Background: an optimization exercise with open tools, aiming at small area and a short achievable clock period. Do not read the settings as production practice. In this exercise RTL edits were held to simulation tests only and were not proved equivalent to the original. Power and IR drop assume default switching activity.

==> inputs of run G <==
Design TIMER_TOP, start of the top module:
module TIMER_TOP (
	input  wire        sys_clk,
	input  wire        sys_rst_n,
	input  wire        tim_psel,
	input  wire        tim_write,
	input  wire        tim_penable,
	input  wire [11:0] tim_paddr,
	input  wire [31:0] tim_pwdata,
	output wire [31:0] tim_prdata,
	input  wire [3:0]  tim_pstrb,
	output wire        tim_pready,
	output wire        tim_int,
	input  wire        dbg_mode
);
export LEC_CHECK = 0
export CAP_MARGIN = 20
export CORE_MARGIN = 2
export CORE_UTILIZATION = 40
export SETUP_SLACK_MARGIN = 2.85
export SLEW_MARGIN = 20
create_clock -name core_clock -period 5.5 [get_ports {sys_clk}]
standard.sh (not shown) runs the stock make flow with config.mk's settings and CLKGATE_MAP_FILE= SYNTH_SCRIPT=/design/flow/synth_recipe.tcl, a recipe that flattens the netlist after the stock synthesis.
==> flow/flow/run.sh <==
#!/bin/bash
set -euo pipefail
WD=$PWD
CLUSTER=$(cat flow/cts_cluster_size 2>/dev/null || echo 30)
CTS_EXTRA=$(cat flow/cts_extra 2>/dev/null || true)
export BUFFER_PORTS_ARGS="-buffer_cell sky130_fd_sc_hd__buf_1"
export CTS_ARGS="-sink_clustering_enable -repair_clock_nets -buf_list sky130_fd_sc_hd__clkbuf_8 -dont_use_dummy_load -sink_clustering_size $CLUSTER $CTS_EXTRA"
if [[ -f flow/abc.script ]]; then
  rm -rf "$WD/scripts_abc"
  cp -r "$FLOW_HOME/scripts" "$WD/scripts_abc"
  cp flow/abc.script "$WD/scripts_abc/abc_speed.script"
  bash standard.sh "SCRIPTS_DIR=$WD/scripts_abc" synth > synth_flow.log 2>&1
fi
bash standard.sh "BUFFER_PORTS_ARGS=$BUFFER_PORTS_ARGS" "CTS_ARGS=$CTS_ARGS" finish > standard_flow.log 2>&1
==> flow/flow/abc.script <==
&get -n
&st
&dch
&nf
&put
==> run E (differences from run G) <==
--- a/flow/design.v
+++ b/flow/design.v
@@ -114,24 +114,18 @@
 		sel_tdr1  <= sel_tdr1_d;
 		sel_tcmp0 <= sel_tcmp0_d;
 		sel_tcmp1 <= sel_tcmp1_d;
 		sel_tier  <= sel_tier_d;
 		sel_tisr  <= sel_tisr_d;
 		sel_thcsr <= sel_thcsr_d;
 	end
-	reg out_of_reset;
-	always @(posedge sys_clk or negedge sys_rst_n) begin
-		if (~sys_rst_n)
-			out_of_reset <= 1'b0;
-		else
-			out_of_reset <= 1'b1;
-	end
 	reg timer_en_d;
 	reg [31:0] cnt_lo, cnt_hi;
-	wire clr = (timer_en_d & ~timer_en) | ~out_of_reset;
+	wire clr = timer_en_d & ~timer_en;
+	wire lo_ones = &cnt_lo;
 	always @(posedge sys_clk) begin
 		timer_en_d <= timer_en;
 	end
 	wire [63:0] cnt = {cnt_hi, cnt_lo};
 	wire [63:0] ones_below;    
 	wire [7:0]  blk_ones;      
 	genvar bi, bk;
@@ -145,26 +139,29 @@
 					assign ones_below[8*bi] = &blk_ones[bi-1:0];
 				else
 					assign ones_below[8*bi+bk] = ones_below[8*bi] & (&cnt[8*bi+bk-1:8*bi]);
 			end
 		end
 	endgenerate
 	wire [63:0] cnt_inc = cnt ^ ({64{cnt_en}} & ones_below);
-	always @(posedge sys_clk) begin
-		if (clr) begin
+	always @(posedge sys_clk or negedge sys_rst_n) begin
+		if (~sys_rst_n) begin
 			cnt_lo <= 32'd0;
 			cnt_hi <= 32'd0;
+		end else if (clr) begin
+			cnt_lo <= 32'd0;
+			cnt_hi <= 32'd0;
 		end else begin
 			cnt_lo <= we_tdr0 ? wdata : cnt_inc[31:0];
 			cnt_hi <= we_tdr1 ? wdata : cnt_inc[63:32];
 		end
 	end
 	reg [31:0] tcmp0_n, tcmp1_n;
-	always @(posedge sys_clk) begin
-		if (~out_of_reset) begin
+	always @(posedge sys_clk or negedge sys_rst_n) begin
+		if (~sys_rst_n) begin
 			tcmp0_n <= 32'h0;
 			tcmp1_n <= 32'h0;
 		end else begin
 			if (we_tcmp0) tcmp0_n <= ~wdata;
 			if (we_tcmp1) tcmp1_n <= ~wdata;
 		end
 	end
==> flow/flow/abc.script (replaced) <==
&get -n
&st
&dch
&nf -R 1000
&put
- SETUP_SLACK_MARGIN: 2.85 -> 2.9
==> run Y (differences from run G) <==
--- a/flow/design.v
+++ b/flow/design.v
@@ -114,24 +114,18 @@
 		sel_tdr1  <= sel_tdr1_d;
 		sel_tcmp0 <= sel_tcmp0_d;
 		sel_tcmp1 <= sel_tcmp1_d;
 		sel_tier  <= sel_tier_d;
 		sel_tisr  <= sel_tisr_d;
 		sel_thcsr <= sel_thcsr_d;
 	end
-	reg out_of_reset;
-	always @(posedge sys_clk or negedge sys_rst_n) begin
-		if (~sys_rst_n)
-			out_of_reset <= 1'b0;
-		else
-			out_of_reset <= 1'b1;
-	end
 	reg timer_en_d;
 	reg [31:0] cnt_lo, cnt_hi;
-	wire clr = (timer_en_d & ~timer_en) | ~out_of_reset;
+	wire clr = timer_en_d & ~timer_en;
+	wire lo_ones = &cnt_lo;
 	always @(posedge sys_clk) begin
 		timer_en_d <= timer_en;
 	end
 	wire [63:0] cnt = {cnt_hi, cnt_lo};
 	wire [63:0] ones_below;    
 	wire [7:0]  blk_ones;      
 	genvar bi, bk;
@@ -145,26 +139,29 @@
 					assign ones_below[8*bi] = &blk_ones[bi-1:0];
 				else
 					assign ones_below[8*bi+bk] = ones_below[8*bi] & (&cnt[8*bi+bk-1:8*bi]);
 			end
 		end
 	endgenerate
 	wire [63:0] cnt_inc = cnt ^ ({64{cnt_en}} & ones_below);
-	always @(posedge sys_clk) begin
-		if (clr) begin
+	always @(posedge sys_clk or negedge sys_rst_n) begin
+		if (~sys_rst_n) begin
 			cnt_lo <= 32'd0;
 			cnt_hi <= 32'd0;
+		end else if (clr) begin
+			cnt_lo <= 32'd0;
+			cnt_hi <= 32'd0;
 		end else begin
 			cnt_lo <= we_tdr0 ? wdata : cnt_inc[31:0];
 			cnt_hi <= we_tdr1 ? wdata : cnt_inc[63:32];
 		end
 	end
 	reg [31:0] tcmp0_n, tcmp1_n;
-	always @(posedge sys_clk) begin
-		if (~out_of_reset) begin
+	always @(posedge sys_clk or negedge sys_rst_n) begin
+		if (~sys_rst_n) begin
 			tcmp0_n <= 32'h0;
 			tcmp1_n <= 32'h0;
 		end else begin
 			if (we_tcmp0) tcmp0_n <= ~wdata;
 			if (we_tcmp1) tcmp1_n <= ~wdata;
 		end
 	end
- CORE_UTILIZATION: 40 -> 70
- PLACE_DENSITY: unset -> 0.85
- SETUP_SLACK_MARGIN: 2.85 -> 2.9
==> notes.md <==
full die area 24300 um2; largest net degree at the start of global routing 73; Met3 Routed Length 2120 um; Compound-Gate Fraction of Synth Area 0.239; outcome timing/DRC/antenna clean; r2r setup slk 2.90 ns; area share of the largest cell type after synthesis 0.377; # rows 55; Pleak 4.10 nW
Source of the figures above: run E

==> notes.md <==
area share of the largest cell type after synthesis 0.404; H-tree depth 4; full die area 23300 um2; Clock buffer cells 17; r2r setup slk 2.92 ns; largest net degree at the start of global routing 66; outcome timing/DRC/antenna clean; Met3 Routed Length 2210 um; Pleak 3.24 nW
Source of the figures above: run G

==> notes.md <==
largest net degree at the start of global routing 65; outcome timing/DRC/antenna clean; # rows 42; Pleak 3.88 nW; area share of the largest cell type after synthesis 0.370; Met3 Routed Length 2960 um
Source of the figures above: run Y

## static timing again, ports no longer ideal
How much do the figures lean on ideal ports? The routed layouts below were timed once more, with nothing changed but the port constraints. Step 1 (the two cells are an assumption about what drives the block):
set clk [get_ports {sys_clk}]
set_driving_cell -lib_cell sky130_fd_sc_hd__clkbuf_16 $clk
set_driving_cell -lib_cell sky130_fd_sc_hd__buf_2 [delete_from_list [all_inputs] $clk]
Step 2 adds t to the input delays and takes it off the output delays; t is the mean of the earliest and latest rising clock arrival at the registers after step 1. Input paths then give back, and output paths get back, about the clock's delay inside the block. a / b / c = no drivers / after step 1 / after step 2; a / b = the first two.
run | shift t [ns] | slack for setup (ns) | worst hold slack (ns) | worst slew at a driven data input, ns
run G | 0.504 | 2.853 / 2.869 / 2.372 | 0.441 / 0.441 / 0.441 | 0.04
run E | 0.507 | 2.731 / 2.737 / 2.230 | 0.442 / 0.442 / 0.442 | 0.05
run Y | 0.500 | 2.918 / 2.878 / 2.447 | 0.452 / 0.452 / 0.452 | 0.07
After both steps every run listed still meets setup and hold. The setup slack of run E, which loses most, moves by +0.006 ns with the drivers and by -0.501 ns with both steps.
